Background: an optimization exercise with open tools, aiming at small area, a short achievable clock period and few clock cycles. Do not read the settings as production practice.
In this exercise RTL edits were held to simulation tests only and were not proved equivalent to the original.
Power figures rest on the tool's default switching activity, not on a simulated workload.

<file path="design/flow/config.mk">
export PLATFORM = sky130hd
export DESIGN_NAME = Top
export DESIGN_NICKNAME = Top
export VERILOG_FILES = /design/flow/design.v
export SDC_FILE = /design/flow/constraint.sdc
export NUM_CORES = 4
export LEC_CHECK = 0
export ABC_CLOCK_PERIOD_IN_PS = 3000
export CAP_MARGIN = 20
export CORE_MARGIN = 2
export CORE_UTILIZATION = 40
export SETUP_SLACK_MARGIN = 5
export SLEW_MARGIN = 20
</file>
<file path="design/flow/constraint.sdc">
create_clock -name core_clock -period 8.0 [get_ports {clock}]
set_input_delay 1.6000 -clock core_clock [delete_from_list [all_inputs] [get_ports {clock}]]
set_output_delay 1.6000 -clock core_clock [all_outputs]
set_load 0.01 [all_outputs]
</file>
<file path="design/flow/standard.sh">
#!/bin/bash
# synth_recipe.tcl (not shown) runs the flow's synth.tcl, then flattens the netlist and writes it again
# the make line also repeats each setting of config.mk as NAME=value (left out here)
make -C /OpenROAD-flow-scripts/flow DESIGN_CONFIG=/design/flow/config.mk WORK_HOME=/design/flow/orfs CLKGATE_MAP_FILE= SYNTH_SCRIPT=/design/flow/synth_recipe.tcl "${@:-finish}"
</file>
<file path="design/flow/design.v">
module Top(
  input wire clock,
  input wire reset_n,
  input wire start,
  input wire [127:0] M1_ReadBus1,
  output wire [15:0] M1_ReadAddress1,
  input wire [35:0] M2_ReadBus1,
  input wire [19:0] M2_ReadBus2,
  output wire [15:0] M2_ReadAddress1,
  output wire [15:0] M2_ReadAddress2,
  output wire [127:0] M2_WriteBus,
  output wire [15:0] M2_WriteAddress,
  output wire M2_WriteEnable,
  input wire [127:0] M3_ReadBus1,
  output wire [15:0] M3_ReadAddress1,
  output wire [127:0] M3_WriteBus,
  output wire [15:0] M3_WriteAddress,
  output wire M3_WriteEnable,
  output wire [127:0] M4_WriteBus,
  output wire [15:0] M4_WriteAddress,
  output wire M4_WriteEnable
  );
  localparam REPLAY = 1'b1;
  localparam [14:0] LASTW = 15'd19199;
  localparam [27:0] NPIX = 28'd307200;
  localparam [2:0] L_CAP  = 3'd0,    
                   L_A2   = 3'd1,    
                   L_B2   = 3'd2,    
                   L_A3   = 3'd3,    
                   L_B3   = 3'd4,    
                   L_LOOP = 3'd5;    
  reg s_clr, s_hist, s_drain, s_lut, s_out, s_wait, s_rep;
  reg [14:0] w;         
  reg [2:0]  ph;        
  reg [2:0]  ls;        
  reg        dc;        
  reg [7:0]  ra1, ra2;
  reg [15:0] ra3;       
  wire [7:0] rc = ra3[7:0];
  reg        pv;        
  reg        od;        
  reg [5:0]  phd;       
  reg        we2, we3, m4we;
  reg [7:0]  wa2;
  reg [15:0] wa3;
  reg [14:0] m4a;
  reg [127:0] asm;
  reg [7:0]  v;
  reg        found;
  wire [18:0] a_c3 = asm[26:8];
  wire [18:0] a_c2 = asm[67:49];
  wire [27:0] E    = asm[95:68];
  wire [19:0] Dn   = asm[115:96];
  function [7:0] pix;
    input [127:0] bus;
    input [3:0] k;
    pix = bus[k*8 +: 8];
  endfunction
  reg [3:0] k1, k2, k3;
  always @(*) begin
    case (ph)
      3'd0: begin k1 = 4'd0;  k2 = 4'd1;  k3 = 4'd2;  end
      3'd1: begin k1 = 4'd3;  k2 = 4'd4;  k3 = 4'd5;  end
      3'd2: begin k1 = 4'd6;  k2 = 4'd7;  k3 = 4'd8;  end
      3'd3: begin k1 = 4'd9;  k2 = 4'd10; k3 = 4'd11; end
      3'd4: begin k1 = 4'd12; k2 = 4'd13; k3 = 4'd14; end
      3'd5: begin k1 = 4'd15; k2 = 4'd13; k3 = 4'd7;  end
      3'd6: begin k1 = 4'd1;  k2 = 4'd13; k3 = 4'd10; end
      default: begin k1 = 4'd4; k2 = 4'd13; k3 = 4'd13; end
    endcase
  end
  assign M1_ReadAddress1 = {1'b0, w};
  assign M2_ReadAddress1 = {8'd0, ra1};
  assign M2_ReadAddress2 = {8'd0, ra2};
  assign M3_ReadAddress1 = ra3;
  assign M2_WriteEnable  = we2;
  assign M2_WriteAddress = {8'd0, wa2};
  assign M2_WriteBus     = {asm[31:0], asm[127:32]};
  assign M3_WriteEnable  = we3;
  assign M3_WriteAddress = wa3;
  assign M3_WriteBus     = asm;
  assign M4_WriteEnable  = m4we;
  assign M4_WriteAddress = {1'b0, m4a};
  assign M4_WriteBus     = asm;
  wire [18:0] c2 = (we2 && wa2 == ra1) ? a_c2 : M2_ReadBus1[35:17];
  wire [18:0] c3 = (we3 && wa3[7:0] == rc) ? a_c3 : M3_ReadBus1[26:8];
  wire [18:0] cx = (ls == L_A3 || ls == L_B3 || (ls == L_B2 && !found)) ? a_c3 : a_c2;
  reg  [27:0] ea, eb;
  reg         ec;
  always @(*) begin
    ea = E; eb = {{8{Dn[19]}}, Dn}; ec = 1'b0;
    case (ls)
      L_A2, L_A3: begin
        if (!found) begin ea = 28'd0 - NPIX; eb = {9'd0, cx}; end
        else eb = {1'b0, cx, 8'd0};
      end
      L_B2, L_B3: begin
        if (!found) eb = {9'd0, cx};
        else begin eb = ~{9'd0, cx}; ec = 1'b1; end
      end
      default: ;
    endcase
  end
  wire [27:0] esum = ea + eb + {27'd0, ec};
  wire loop_go = found && (v != 8'd255) && !E[27];
  wire emit = s_lut && (ls == L_LOOP) && !loop_go;
  wire lut_end = emit && (ra1 == 8'd255);
  wire wlast = (w == LASTW);
  wire [14:0] w_inc = wlast ? 15'd0 : w + 15'd1;
  wire nz_next = (M2_ReadBus1[35:17] != 19'd0) || (M3_ReadBus1[26:8] != 19'd0);
  wire hist_end = s_hist && ph == 3'd7 && wlast;
  wire out_end  = s_out && ph == 3'd5 && wlast;
  always @(posedge clock or negedge reset_n) begin
    if (!reset_n) begin
      s_clr <= 1'b0; s_hist <= 1'b0; s_drain <= 1'b0; s_lut <= 1'b0;
      s_out <= 1'b0; s_wait <= 1'b0; s_rep <= 1'b0;
      w <= 15'd0; ph <= 3'd0; ls <= L_CAP; dc <= 1'b0;
      pv <= 1'b0; od <= 1'b0; we2 <= 1'b0; we3 <= 1'b0; m4we <= 1'b0;
      found <= 1'b0; v <= 8'd0;
    end else begin
      pv <= s_hist;
      od <= s_out;
      m4we <= (od && phd[5]) || s_rep;
      we2 <= pv || emit;
      we3 <= pv || emit || s_clr || (REPLAY && od && phd[5]);
      if (start && !s_clr && !s_hist && !s_drain && !s_lut && !s_out && !s_wait && !s_rep)
        s_clr <= 1'b1;
      else if (s_clr && ra1 == 8'd255) begin s_clr <= 1'b0; s_hist <= 1'b1; end
      if (hist_end) begin s_hist <= 1'b0; s_drain <= 1'b1; end
      if (s_drain || s_wait) dc <= ~dc;
      if (s_drain && dc) begin s_drain <= 1'b0; s_lut <= 1'b1; found <= 1'b0; v <= 8'd0; end
      if (lut_end) begin s_lut <= 1'b0; s_out <= 1'b1; end
      if (out_end) begin s_out <= 1'b0; s_wait <= 1'b1; end
      if (s_wait && dc) begin
        s_wait <= 1'b0;
        if (REPLAY) s_rep <= 1'b1; else s_hist <= 1'b1;
      end
      if (s_hist) ph <= ph + 3'd1;
      else if (s_out) ph <= (ph == 3'd5) ? 3'd0 : ph + 3'd1;
      else ph <= 3'd0;
      if ((s_hist && ph == 3'd7) || (s_out && ph == 3'd5) || s_rep) w <= w_inc;
      if (s_lut) begin
        case (ls)
          L_CAP: ls <= nz_next ? L_A2 : L_LOOP;
          L_A2:  ls <= L_B2;
          L_B2:  begin ls <= found ? L_A3 : L_LOOP; found <= 1'b1; end
          L_A3:  ls <= L_B3;
          L_B3:  ls <= L_LOOP;
          default: begin
            if (loop_go) v <= v + 8'd1;
            else ls <= L_CAP;
          end
        endcase
      end
    end
  end
  wire [7:0] ra1_inc = ra1 + 8'd1;
  wire idle = !(s_clr || s_hist || s_drain || s_lut || s_out || s_wait || s_rep);
  always @(posedge clock) begin
    phd <= {s_out && ph == 3'd5, s_out && ph == 3'd4, s_out && ph == 3'd3,
            s_out && ph == 3'd2, s_out && ph == 3'd1, s_out && ph == 3'd0};
    if ((s_out && ph == 3'd5) || s_rep) m4a <= w;
    if (s_clr) begin
      ra1 <= ra1_inc;
    end else if (s_lut) begin
      if (emit) begin ra1 <= ra1_inc; ra3 <= {8'd0, ra1_inc}; end
    end else if (s_drain || idle) begin
      ra1 <= 8'd0; ra3 <= 16'd0;
    end else if (s_rep || (s_wait && dc && REPLAY)) begin
      ra3 <= {1'b1, s_rep ? w_inc : 15'd0};
    end else begin
      ra1 <= pix(M1_ReadBus1, k1);
      ra2 <= pix(M1_ReadBus1, k2);
      ra3 <= {8'd0, pix(M1_ReadBus1, k3)};
    end
    if (s_clr) wa3 <= {8'd0, ra1};
    if (emit) begin wa2 <= ra1; wa3 <= {8'd0, ra1}; end
    if (pv) begin wa2 <= ra1; wa3 <= {8'd0, rc}; end
    if (od && phd[5]) wa3 <= {1'b1, m4a};
    if (s_clr) asm[26:8] <= 19'd0;
    if (s_lut) begin
      if (ls == L_CAP) begin
        asm[67:49] <= M2_ReadBus1[35:17];
        asm[26:8]  <= M3_ReadBus1[26:8];
      end
      if (emit) begin
        asm[7:0] <= v; asm[39:32] <= v;
        asm[26:8] <= 19'd0; asm[67:49] <= 19'd0;
      end
      if (((ls == L_A2 || ls == L_B2 || ls == L_A3 || ls == L_B3)) ||
          (ls == L_LOOP && loop_go))
        asm[95:68] <= esum;
      if (ls == L_B2 && !found) asm[115:96] <= esum[19:0];
    end
    if (pv) begin
      asm[67:49] <= c2 + 19'd1;
      asm[26:8]  <= c3 + 19'd1;
    end
    if (s_rep) asm <= M3_ReadBus1;
    if (od) begin
      if (phd[0]) begin asm[7:0]     <= M2_ReadBus1[7:0]; asm[15:8]    <= M2_ReadBus2[7:0]; asm[23:16]   <= M3_ReadBus1[7:0]; end
      if (phd[1]) begin asm[31:24]   <= M2_ReadBus1[7:0]; asm[39:32]   <= M2_ReadBus2[7:0]; asm[47:40]   <= M3_ReadBus1[7:0]; end
      if (phd[2]) begin asm[55:48]   <= M2_ReadBus1[7:0]; asm[63:56]   <= M2_ReadBus2[7:0]; asm[71:64]   <= M3_ReadBus1[7:0]; end
      if (phd[3]) begin asm[79:72]   <= M2_ReadBus1[7:0]; asm[87:80]   <= M2_ReadBus2[7:0]; asm[95:88]   <= M3_ReadBus1[7:0]; end
      if (phd[4]) begin asm[103:96]  <= M2_ReadBus1[7:0]; asm[111:104] <= M2_ReadBus2[7:0]; asm[119:112] <= M3_ReadBus1[7:0]; end
      if (phd[5]) asm[127:120] <= M2_ReadBus1[7:0];
    end
  end
endmodule
</file>
<file path="design/flow/flow/run.sh">
#!/bin/bash
set -euo pipefail
bash standard.sh 'BUFFER_PORTS_ARGS=-buffer_cell sky130_fd_sc_hd__buf_1' finish > make_finish.log 2>&1
</file>
==> summary.txt, run 1 <==
* Wire length of the first global-routing pass at 152.4 mm
* DRC viols at 0
* Critical hold path startpoint: wa3[15]$_SDFFE_PP1P_
* Sequential standard cell area at 5954 um^2
* Number of DRC markers after the initial detailed-route iteration at 2694
* Site row count at 84
* Largest vdd supply drop at 141.8 uV
* Per-cell routed wire length at 28.23 um
* Internal power at 2198 uW
* Share of synthesized flip-flops with an asynchronous set or reset at 17.34%
* Psw at 825.0 uW
* Sequential-to-total area share from yosys stat at 27.84%
* H-tree depth reported by CTS at 1
* Vias in the first global route at 21750
* Number of placed instances with taps included at 3724
* Worst reg2reg path startpoint: ls[0]$_DFFE_PN0P_
* Synth area leaders: sky130_fd_sc_hd__dfxtp_1 (13%), sky130_fd_sc_hd__buf_4 (10%), sky130_fd_sc_hd__edfxtp_1 (10%), sky130_fd_sc_hd__nand2_1 (7.1%), sky130_fd_sc_hd__o21ai_0 (5.5%)
* Clock buffer depth at 3
* Filler Cells Inserted at 5106
* Data required time at the worst endpoint at 8.54 ns
* Mean cell area of the mapped netlist at 7.936 um^2
* Antenna violations before repair at 10
* Final HPWL DP at 79.83 mm
* Placer congestion estimate at 0.9438
* Count of clock tree sinks at 248
* Status: finished clean
* Critical path endpoint category: flip-flop
* Worst-skew pair later-pin latency at 0.61 ns
* Number of buffer cells added on primary ports at 766
* R2R depth at 19
* Transition time at the pin with the least slew margin at 1.129 ns
* Clock tree from TritonCTS: built
* Routed vias/inst at 6.006
* Cell with the most instances on the worst path: sky130_fd_sc_hd__buf_4
* GR Overflow Total at 0
* Combined buffer and inverter count along the critical path at 4
* Worst slew slack as a fraction of its limit at 24.45%
* Die X at 233.8 um
* Worst Hold Path Cells at 1
* Number of distinct standard cells referenced by the synthesized netlist at 68
* Count of final max-slew check failures at 0
* Setup slack on the worst flop-to-flop path at 3.89 ns
* Maximum number of pins on one net before global-route repair at 91
* CTS Buf Count at 31
* Power density over the cells at 113.3 nW/um^2
* Endpoint of the worst hold-timing path: wa3[15]$_SDFFE_PP1P_
* Number of top-level pins at 814
* GRT Resource Usage Total at 38.19%
* Hold/Removal Path Class: flip-flop to flip-flop
* RR Endpoint: asm[87]$_DFF_P_
* Commonest register cell after synthesis: sky130_fd_sc_hd__dfxtp_1
* Effective utilization at floorplan at 40.36%
* Flop pwr share at 42.9%
* Layout-stage area growth over the synthesis result at 26.32%
* Number of setup violations in the final report at 0
* Largest fanout of any net on the critical path at 5
* Portion of synthesized cell area occupied by the leading cell type at 12.79%
* Kind of cell with the highest combined delay on the critical path: compound AO/OA/AOI/OAI gates
* Number of enable flip-flop cells after synthesis at 70
* Final period util at 51.36%
* Slowest stage cell on the critical path: sky130_fd_sc_hd__dfrtp_2
* Worst setup SP type: flip-flop
* Share of cells above drive strength 1 at 20.14%
* Net switching share of the total power at 27.29%
* Number of failing hold endpoints at the final stage at 0
* LEAKAGE at 0.009950 uW
* DIE HEIGHT at 233.8 um
* Synthesized flop and latch total at 248
* CTS Root Cell: sky130_fd_sc_hd__clkbuf_16
* Critical Setup Path Class: flip-flop to flip-flop
* RSZ-0062 raised after global routing: yes
* Worst clock skew at 0.01501 ns
* Post-route insts no fill at 3944
* Total vias in the final route at 23690
* Netlist Area Pre-Place at 21130 um^2
* Multi-input combinational cell area at 13860 um^2
* Final net count at 3599
* Synthesis Warnings at 1
* Max-cap violation count at 0
* Cell taking the most area after synthesis: sky130_fd_sc_hd__dfxtp_1
* WL final at 111.3 mm
* Total negative setup slack at 0 ns
* Crit path largest cell delay at 0.44 ns
* Final critical delay including setup and external delays at 4.109 ns
* Most numerous cell in the Yosys netlist: sky130_fd_sc_hd__nand2_1
* Arrival time of the worst setup path at 4.65 ns
* Comb power frac at 10.2%
* Clock-pin slew on the worst setup and hold paths at 0.07 ns
* Number of instances in the synthesized netlist at 2662
* Achievable clock frequency at 243.4 MHz
* Core area at 52340 um^2
* Clock network fraction of total power at 46.9%
* Drt pass-1 iters at 6
* Cell-by-cell listing of the critical path: nand2b_4 > a22oi_2 > buf_4 > buf_8 > mux2_4 > ha_1 > nor2_1 > a221o_1 > ha_4 > o21ai_2 > a211oi_2 > o211ai_1 > buf_4 > a211oi_4 > buf_4 > nor3_2 > nor4_1 > a211oi_1 > o21ai_1
* Antenna-violating nets left at 0
* Die Outline Area at 54670 um^2
* Top cells by count, synth: sky130_fd_sc_hd__nand2_1 (401), sky130_fd_sc_hd__buf_4 (289), sky130_fd_sc_hd__o21ai_0 (231), sky130_fd_sc_hd__nor2_1 (167), sky130_fd_sc_hd__a21oi_1 (162)
==> sequential cells by signal (all words and copies together) (netlist names), 3 cells and up <==
name	cells
v	8
ra2	8
wa2	8
ra3	16
ra1	8
m4a	15
asm	128
wa3	16
w	15
ls	3
ph	3
phd	6
==> cells in the final DEF, fill, tap and decap left out, types with 25 or more instances in the layout <==
cell type / synthesis / layout
sky130_fd_sc_hd__buf_1: 11 / 715
sky130_fd_sc_hd__nand2_1: 401 / 394
sky130_fd_sc_hd__o21ai_0: 231 / 171
sky130_fd_sc_hd__nor2_1: 167 / 152
sky130_fd_sc_hd__buf_4: 289 / 134
sky130_fd_sc_hd__a21oi_1: 162 / 130
sky130_fd_sc_hd__nand3_1: 133 / 125
sky130_fd_sc_hd__mux2i_1: 112 / 107
sky130_fd_sc_hd__dfxtp_1: 135 / 99
sky130_fd_sc_hd__edfxtp_1: 70 / 70
sky130_fd_sc_hd__xnor2_1: 75 / 54
sky130_fd_sc_hd__o21ai_1: 3 / 53
sky130_fd_sc_hd__and3_1: 52 / 50
sky130_fd_sc_hd__buf_6: 0 / 37
sky130_fd_sc_hd__dfrtp_1: 43 / 34
sky130_fd_sc_hd__mux4_2: 33 / 33
sky130_fd_sc_hd__dfxtp_2: 0 / 33
sky130_fd_sc_hd__clkbuf_16: 0 / 33
sky130_fd_sc_hd__xor2_1: 33 / 32
sky130_fd_sc_hd__buf_2: 28 / 32
sky130_fd_sc_hd__o211ai_1: 31 / 31
sky130_fd_sc_hd__a21oi_2: 0 / 30
sky130_fd_sc_hd__mux2_2: 44 / 29
sky130_fd_sc_hd__a22oi_1: 32 / 27
sky130_fd_sc_hd__a221oi_1: 28 / 27
sky130_fd_sc_hd__nor3_1: 33 / 26
sky130_fd_sc_hd__conb_1: 1 / 26
sky130_fd_sc_hd__ha_1: 53 / 25
==> metrics by stage <==
step,area (um^2),total power (uW),worst slack [ns],hold WS [ns],util (%)
2_1_floorplan,21490,1449,4.005,0.3519,-
3_3_place_gp,22640,1598,3.328,0.4812,43.26
3_5_place_dp,22650,1601,3.273,0.4965,43.27
4_1_cts,25960,3014,3.925,0.5118,49.60
5_1_grt,26680,3092,3.720,0.5470,50.97
6_report,26690,3023,3.891,0.5051,50.98
==> power by group through the flow <==
stage	Sequential, uW	Clock (uW)	Combinational [uW]
2_1_floorplan	1320	0	125
3_3_place_gp	1320	0	273
3_5_place_dp	1330	0	276
4_1_cts	1300	1430	290
5_1_grt	1300	1470	322
6_report	1300	1420	308
==> routing by layer <==
metal	GRT usage (%)	wire length [um]
met5	1.696	192
met4	18.59	6332
met3	13.35	13260
met2	60.99	50260
met1	45.60	41300
==> how the worst max path moves through the flow <==
stage / from / endpoint / slack [ns] / cells past startpoint
finish: ls[0]$_DFFE_PN0P_ / asm[87]$_DFF_P_ / 3.89 / 19
global route: ls[1]$_DFFE_PN0P_ / asm[87]$_DFF_P_ / 3.72 / 20
CTS: ls[0]$_DFFE_PN0P_ / asm[80]$_DFF_P_ / 3.93 / 17
detailed placement: found$_DFF_PN0_ / asm[108]$_DFF_P_ / 3.27 / 15
global placement: found$_DFF_PN0_ / asm[80]$_DFF_P_ / 3.33 / 14
floorplan: ls[0]$_DFFE_PN0P_ / asm[80]$_DFF_P_ / 4.00 / 16
==> worst register-to-register path, stage by stage (launching register included) <==
cell and delay (ns):
sky130_fd_sc_hd__dfrtp_2 0.44, sky130_fd_sc_hd__nand2b_4 0.16, sky130_fd_sc_hd__a22oi_2 0.16, sky130_fd_sc_hd__buf_4 0.18, sky130_fd_sc_hd__buf_8 0.13, sky130_fd_sc_hd__mux2_4 0.32
sky130_fd_sc_hd__ha_1 0.28, sky130_fd_sc_hd__nor2_1 0.05, sky130_fd_sc_hd__a221o_1 0.32, sky130_fd_sc_hd__ha_4 0.31, sky130_fd_sc_hd__o21ai_2 0.08, sky130_fd_sc_hd__a211oi_2 0.29
sky130_fd_sc_hd__o211ai_1 0.12, sky130_fd_sc_hd__buf_4 0.17, sky130_fd_sc_hd__a211oi_4 0.29, sky130_fd_sc_hd__buf_4 0.18, sky130_fd_sc_hd__nor3_2 0.05, sky130_fd_sc_hd__nor4_1 0.30
sky130_fd_sc_hd__a211oi_1 0.08, sky130_fd_sc_hd__o21ai_1 0.15
==> final cells by class <==
type	count	share of cell area, %
multi-input combinational	1964	51.95
sequential	248	22.31
timing repair buffer	960	18.35
clock buffer	38	3.230
tap	688	3.226
clock inverter	18	0.5345
inverter	24	0.3517
antenna	4	0.03751
==> what timing repair did <==
| action | CTS | global route |
|---|---|---|
| buffers inserted | 121 | 25 |
| pin swaps | 124 | 68 |
| setup endpoints to repair | 242 | 134 |
| cloned | 9 | 4 |
| hold buffers | 0 | 0 |
| gates resized for setup | 322 | 121 |
==> cell families (layout without fill, tap and decap cells) <==
| family | Yosys count | in the layout | synth area share (%) |
|---|---|---|---|
| adder cells (fa/ha/maj) | 55 | 55 | 3.329 |
| AND/OR/NAND/NOR | 926 | 927 | 19.93 |
| other | 1 | 30 | 0.01775 |
| XOR/XNOR | 108 | 108 | 4.478 |
| multiplexers | 190 | 190 | 11.24 |
| flip-flops | 248 | 248 | 27.84 |
| buffers and inverters | 477 | 1040 | 13.78 |
| AO/OA/AOI/OAI | 657 | 658 | 19.40 |
Testbench counts, summed over its fixed seeds: cycles 2,318,192.
==> run 2: changes to the inputs <==
--- a/design/flow/config.mk
+++ b/design/flow/config.mk
@@ -7,3 +7,3 @@
 export LEC_CHECK = 0
-export ABC_CLOCK_PERIOD_IN_PS = 3000
+export ABC_CLOCK_PERIOD_IN_PS = 4000
 export CAP_MARGIN = 20
@@ -11,3 +11,3 @@
 export CORE_UTILIZATION = 40
-export SETUP_SLACK_MARGIN = 5
+export SETUP_SLACK_MARGIN = 4
 export SLEW_MARGIN = 20
==> summary.txt, run 2 <==
* CP endpoint: asm[110]$_DFF_P_
* Maximum number of pins on one net before global-route repair at 94 (+3.3%)
* Kind of cell with the highest combined delay on the critical path: compound AO/OA/AOI/OAI gates
* Share of cells above drive strength 1 at 11.18% (-9.0 points)
* Filler Cells Inserted at 5331 (+4.4%)
* DIE HEIGHT at 233.8 um (unchanged)
* CTS Buf Count at 31 (unchanged)
* Die X at 233.8 um (unchanged)
* Worst Setup Slack, final at 3.768 ns (-0.1234 ns)
* Internal power at 2231 uW (+1.5%)
* Placement-stage cell area at 22520 um^2 (-0.57%)
* Status: finished clean
* Cell-by-cell listing of the critical path: nand2b_4 > a22oi_2 > buf_4 > buf_12 > mux2_4 > ha_4 > nor2_2 > a221oi_2 > fa_2 > inv_2 > fa_2 > a211oi_4 > o21ai_2 > a31oi_2 > buf_4 > nand4b_1 > o211ai_1 > xnor2_1 > mux2i_1 > o21ai_1
* Combined buffer and inverter count along the critical path at 4 (unchanged)
* Clock-pin slew on the worst setup and hold paths at 0.06 ns (about the same)
* Synthesis Warnings at 1 (unchanged)
* Total vias in the final route at 23080 (-2.6%)
* Transition time at the pin with the least slew margin at 1.220 ns (+0.09064 ns)
* Worst slew slack as a fraction of its limit at 18.68% (-5.8 points)
* Overall Power at 3021 uW (about the same)
* Top cells by count, synth: sky130_fd_sc_hd__nand2_1 (401), sky130_fd_sc_hd__buf_4 (289), sky130_fd_sc_hd__o21ai_0 (231), sky130_fd_sc_hd__nor2_1 (167), sky130_fd_sc_hd__a21oi_1 (162)
* Max-cap violation count at 0 (unchanged)
* Achievable clock frequency at 236.3 MHz (-2.9%)
* Routed vias/inst at 6.014 (+0.14%)
* Flop pwr share at 43.0% (about the same)
* R2R depth at 20 (+1)
* Placer congestion estimate at 0.9744 (+3.2%)
* Clock tree from TritonCTS: built
* Worst-skew pair later-pin latency at 0.61 ns (about the same)
* Antenna violations before repair at 14 (+4)
* Per-cell routed wire length at 28.00 um (-0.82%)
* Number of DRC markers after the initial detailed-route iteration at 2265 (-16%)
* Core area at 52340 um^2 (unchanged)
* Netlist Area Pre-Place at 21130 um^2 (unchanged)
* Final HPWL DP at 80.39 mm (+0.69%)
* Site row count at 84 (unchanged)
* Most numerous cell in the Yosys netlist: sky130_fd_sc_hd__nand2_1
* Number of distinct standard cells referenced by the synthesized netlist at 68 (unchanged)
* Largest fanout of any net on the critical path at 5 (unchanged)
* Final critical delay including setup and external delays at 4.232 ns (+0.1234 ns)
* Worst clock skew at 0.02006 ns (+0.005053 ns)
* Most used cells in the layout excluding fill and tap cells: sky130_fd_sc_hd__buf_1 (765), sky130_fd_sc_hd__nand2_1 (400), sky130_fd_sc_hd__o21ai_0 (196), sky130_fd_sc_hd__nor2_1 (158), sky130_fd_sc_hd__a21oi_1 (153)
* LEAKAGE at 0.008937 uW (-10%)
* RSZ-0062 raised after global routing: yes
* Net switching share of the total power at 26.15% (-1.1 points)
* Clock network fraction of total power at 47.4% (+0.5 points)
* Register with the most flip-flops: asm
* Power density over the cells at 122.8 nW/um^2 (+8.4%)
* Antenna-violating nets left at 0 (unchanged)
* DRC viols at 0 (unchanged)
* Cell taking the most area after synthesis: sky130_fd_sc_hd__dfxtp_1
* Largest vdd supply drop at 109.9 uV (-23%)
* Crit path largest cell delay at 0.44 ns (about the same)
* Synth area leaders: sky130_fd_sc_hd__dfxtp_1 (13%), sky130_fd_sc_hd__buf_4 (10%), sky130_fd_sc_hd__edfxtp_1 (10%), sky130_fd_sc_hd__nand2_1 (7.1%), sky130_fd_sc_hd__o21ai_0 (5.5%)
* Commonest register cell after synthesis: sky130_fd_sc_hd__dfxtp_1
* Place WS at 3.239 ns (-0.03400 ns)
* Number of instances in the synthesized netlist at 2662 (unchanged)
* Count of clock tree sinks at 248 (unchanged)
* Die Outline Area at 54670 um^2 (unchanged)
* Number of top-level pins at 814 (unchanged)
* Final net count at 3494 (-2.9%)
* H-tree depth reported by CTS at 1 (unchanged)
* Slowest stage cell on the critical path: sky130_fd_sc_hd__dfrtp_2
* GR Overflow Total at 0 (unchanged)
* CTS Root Cell: sky130_fd_sc_hd__clkbuf_16
* Smallest hold slack at 0.5010 ns (-0.004143 ns)
* Psw at 790.0 uW (-4.3%)
* RR Endpoint: asm[110]$_DFF_P_
* Number of setup violations in the final report at 0 (unchanged)
* Number of flip-flops in the largest register at 128 (unchanged)
* Ant. Diodes at 0 (-4)
* Most common cell after layout, fill and taps aside: sky130_fd_sc_hd__buf_1
* Sequential-to-total area share from yosys stat at 27.84% (unchanged)
* CP startpoint: ls[0]$_DFFE_PN0P_
* Number of enable flip-flop cells after synthesis at 70 (unchanged)
* Mean cell area of the mapped netlist at 7.936 um^2 (unchanged)
* Hold/Removal Path Class: flip-flop to flip-flop
* Share of synthesized flip-flops with an asynchronous set or reset at 17.34% (unchanged)
* Arrival time of the worst setup path at 4.77 ns (+0.12 ns)
* Layout-stage area growth over the synthesis result at 16.45%
* Wire length of the first global-routing pass at 147.8 mm (-3.0%)
* Final period util at 52.90% (+1.5 points)
* Number of buffer cells added on primary ports at 766 (unchanged)
* Vias in the first global route at 21000 (-3.5%)
* Portion of synthesized cell area occupied by the leading cell type at 12.79% (unchanged)
* Drt pass-1 iters at 9 (+3)
* Data required time at the worst endpoint at 8.54 ns (about the same)
* Clock buffer depth at 3 (unchanged)
* WP depth at 20 (+1)
* Setup slack on the worst flop-to-flop path at 3.77 ns (-0.12 ns)
* Number of failing hold endpoints at the final stage at 0 (unchanged)
* Synthesized flop and latch total at 248 (unchanged)
* Total negative setup slack at 0 ns (unchanged)
* Comb power frac at 9.6% (-0.6 points)
* Summed area of non-filler cells in the final layout at 24600 um^2 (-7.8%)
* Count of final max-slew check failures at 0 (unchanged)
* Registers with the most flip-flops: asm x128, ra3 x16, wa3 x16
* GRT Resource Usage Total at 37.07% (-1.1 points)
* Number of hold buffers added after CTS at 0 (unchanged)
* Effective utilization at floorplan at 40.36% (unchanged)
* Worst reg2reg path startpoint: ls[0]$_DFFE_PN0P_
* WL final at 107.4 mm (-3.5%)
* Critical Setup Path Class: flip-flop to flip-flop
* Critical path endpoint category: flip-flop
* Worst setup SP type: flip-flop
run 2: layout make-up:
cell class                      count  area (um^2)  area share (%)
Timing Repair Buffer              857         3669           14.91
Clock inverter                      8        66.31          0.2696
Multi-Input combinational cell   1962        13040           53.00
Inverter                           24        91.34          0.3713
Tap cell                          688        860.8           3.499
Clock buffer                       50        979.7           3.983
Sequential cell                   248         5894           23.96
run 2: stage by stage:
step                      cells  util [%]
after floorplan            2687         -
after global placement     3726     43.02
after detailed placement   3726     43.02
after CTS                  3823     46.14
after global routing       3837     47.00
final                      3837     47.00
run 2: kinds of logic (layout without fill, tap and decap cells):
family / count (synthesis) / count (layout) / share of synthesized area (%)
simple gates: 926 / 926 / 19.93
compound gates: 657 / 657 / 19.40
buf+inv: 477 / 939 / 13.78
flops: 248 / 248 / 27.84
mux: 190 / 190 / 11.24
xor+xnor: 108 / 108 / 4.478
fa+ha+maj: 55 / 55 / 3.329
other cells: 1 / 26 / 0.01775
run 2: worst min path at each step:
stage | start | to | slack [ns] | depth (start not counted)
2_1_floorplan | s_out$_DFFE_PN0P_ | od$_DFF_PN0_ | 0.35 | 0
3_3_place_gp | wa3[15]$_SDFFE_PP1P_ | wa3[15]$_SDFFE_PP1P_ | 0.48 | 1
3_5_place_dp | wa3[15]$_SDFFE_PP1P_ | wa3[15]$_SDFFE_PP1P_ | 0.49 | 1
4_1_cts | wa3[15]$_SDFFE_PP1P_ | wa3[15]$_SDFFE_PP1P_ | 0.50 | 1
5_1_grt | wa3[15]$_SDFFE_PP1P_ | wa3[15]$_SDFFE_PP1P_ | 0.51 | 1
6_report | wa3[15]$_SDFFE_PP1P_ | wa3[15]$_SDFFE_PP1P_ | 0.50 | 1
run 2: layer usage:
layer / GRT usage, % / vias up / routed length (um)
li1: - / 10200 / -
met1: 44.59 / 11260 / 40080
met2: 59.16 / 1359 / 49160
met3: 13.16 / 247 / 12620
met4: 17.27 / 18 / 5455
met5: 0 / - / 120
run 2: power groups by stage:
stage | Clock [uW] | Combinational, uW | Sequential (uW)
detailed placement | 0 | 271 | 1330
floorplan | 0 | 121 | 1320
global placement | 0 | 270 | 1320
global route | 1500 | 305 | 1300
finish | 1430 | 290 | 1300
CTS | 1450 | 275 | 1300
run 2: worst reg2reg max path, cell delays in order, from the launching register on:
cell	delay, ns
sky130_fd_sc_hd__dfrtp_2	0.44
sky130_fd_sc_hd__nand2b_4	0.16
sky130_fd_sc_hd__a22oi_2	0.15
sky130_fd_sc_hd__buf_4	0.15
sky130_fd_sc_hd__buf_12	0.10
sky130_fd_sc_hd__mux2_4	0.32
sky130_fd_sc_hd__ha_4	0.26
sky130_fd_sc_hd__nor2_2	0.04
sky130_fd_sc_hd__a221oi_2	0.23
sky130_fd_sc_hd__fa_2	0.26
sky130_fd_sc_hd__inv_2	0.04
sky130_fd_sc_hd__fa_2	0.42
sky130_fd_sc_hd__a211oi_4	0.28
sky130_fd_sc_hd__o21ai_2	0.10
sky130_fd_sc_hd__a31oi_2	0.23
sky130_fd_sc_hd__buf_4	0.15
sky130_fd_sc_hd__nand4b_1	0.11
sky130_fd_sc_hd__o211ai_1	0.12
sky130_fd_sc_hd__xnor2_1	0.32
sky130_fd_sc_hd__mux2i_1	0.14
sky130_fd_sc_hd__o21ai_1	0.15
run 2: repair_timing:
action / 4_1_cts / 5_1_grt
resized for setup: 71 / 75
hold endpoints to repair: 0 / 0
setup buffers: 37 / 14
endpoints found under the setup margin: 63 / 45
pin swaps: 36 / 45
cloned: 2 / 0
==> run 3: changes to the inputs <==
--- a/design/flow/design.v
+++ b/design/flow/design.v
@@ -22,3 +22,3 @@
   );
-  localparam REPLAY = 1'b1;
+  localparam REPLAY = 1'b0;
   localparam [14:0] LASTW = 15'd19199;
==> summary.txt, run 3 <==
* Die X at 221.5 um (-5.3%)
* Commonest register cell after synthesis: sky130_fd_sc_hd__dfxtp_1
* Synthesized flop and latch total at 239 (-3.6%)
* Number of distinct standard cells referenced by the synthesized netlist at 82 (+21%)
* Cell taking the most area after synthesis: sky130_fd_sc_hd__edfxtp_1
* Last flow stage reached: I/O pin placement (3_2_place_iop)
* Synth area leaders: sky130_fd_sc_hd__edfxtp_1 (14%), sky130_fd_sc_hd__buf_4 (12%), sky130_fd_sc_hd__dfxtp_1 (12%), sky130_fd_sc_hd__mux4_2 (7.7%), sky130_fd_sc_hd__dfrtp_1 (5.6%)
* Error that stopped the run: [ERROR PPL-0024] Number of IO pins (814) exceeds maximum number of available positions (796). Increase the die perimeter from 886.10um to 1107.04um.
* Number of enable flip-flop cells after synthesis at 88 (+26%)
* Effective utilization at floorplan at 40.57% (+0.21 points)
* Netlist Area Pre-Place at 18930 um^2 (-10%)
* DIE HEIGHT at 221.5 um (-5.3%)
* Synthesis Warnings at 1 (unchanged)
* Mean cell area of the mapped netlist at 9.017 um^2 (+14%)
* Site row count at 79 (-6.0%)
* Number of instances in the synthesized netlist at 2099 (-21%)
* Top cells by count, synth: sky130_fd_sc_hd__buf_4 (294), sky130_fd_sc_hd__nand2_1 (195), sky130_fd_sc_hd__nor2_1 (192), sky130_fd_sc_hd__a21oi_1 (141), sky130_fd_sc_hd__dfxtp_1 (109)
* Share of synthesized flip-flops with an asynchronous set or reset at 17.57% (+0.23 points)
* Status: did not finish
* Portion of synthesized cell area occupied by the leading cell type at 13.96% (+1.2 points)
* Sequential-to-total area share from yosys stat at 31.04% (+3.2 points)
* Most numerous cell in the Yosys netlist: sky130_fd_sc_hd__buf_4
-- run 3: cell types whose count changed after synthesis, moves of 23 or more --
cell                       change
sky130_fd_sc_hd__mux4_2       +32
sky130_fd_sc_hd__nand2_1     -206
sky130_fd_sc_hd__nor2_1       +25
sky130_fd_sc_hd__clkbuf_1     -52
sky130_fd_sc_hd__a211oi_1     -23
sky130_fd_sc_hd__mux2i_1      -34
sky130_fd_sc_hd__o21ai_0     -134
sky130_fd_sc_hd__o211ai_1     -24
sky130_fd_sc_hd__dfxtp_1      -26
sky130_fd_sc_hd__nand3_1      -83
-- run 3: cells by family after synthesis --
family	share of synthesized area, %
simple gates	15.30
compound gates	16.20
buf+inv	14.30
flops	31.04
mux	14.89
xor+xnor	4.535
fa+ha+maj	3.715
other cells	0.01981
Testbench counts of run 3, summed over its fixed seeds: cycles 4,327,112.

==> port drivers added, routing unchanged <==
Ports are ideal in the flow. The routed layouts listed here were re-timed in OpenROAD.
Step 1 sets driving cells, clkbuf_16 on the clock port and buf_2 on the other inputs (assumed; they add their load-dependent delay and slew).
Step 2 adds t to the input delays and takes it off the output delays; t is the mean of the earliest and latest rising clock arrival at the registers after step 1. Input paths then give back, and output paths get back, about the clock's delay inside the block.
a / b / c = ideal ports / drivers / drivers and shift; a / b = the first two.
run | t (ns) | slack for setup (ns) | worst setup path at the end | latest minus earliest clock arrival (ns) | worst register clock-pin slew, ns
run 1 | 0.654 | 3.891 / 3.891 / 3.891 | register to register | 0.016 / 0.016 | 0.07 / 0.07
run 2 | 0.652 | 3.768 / 3.768 / 3.768 | register to register | 0.022 / 0.022 | 0.07 / 0.07
After both steps every run listed still meets setup and hold.
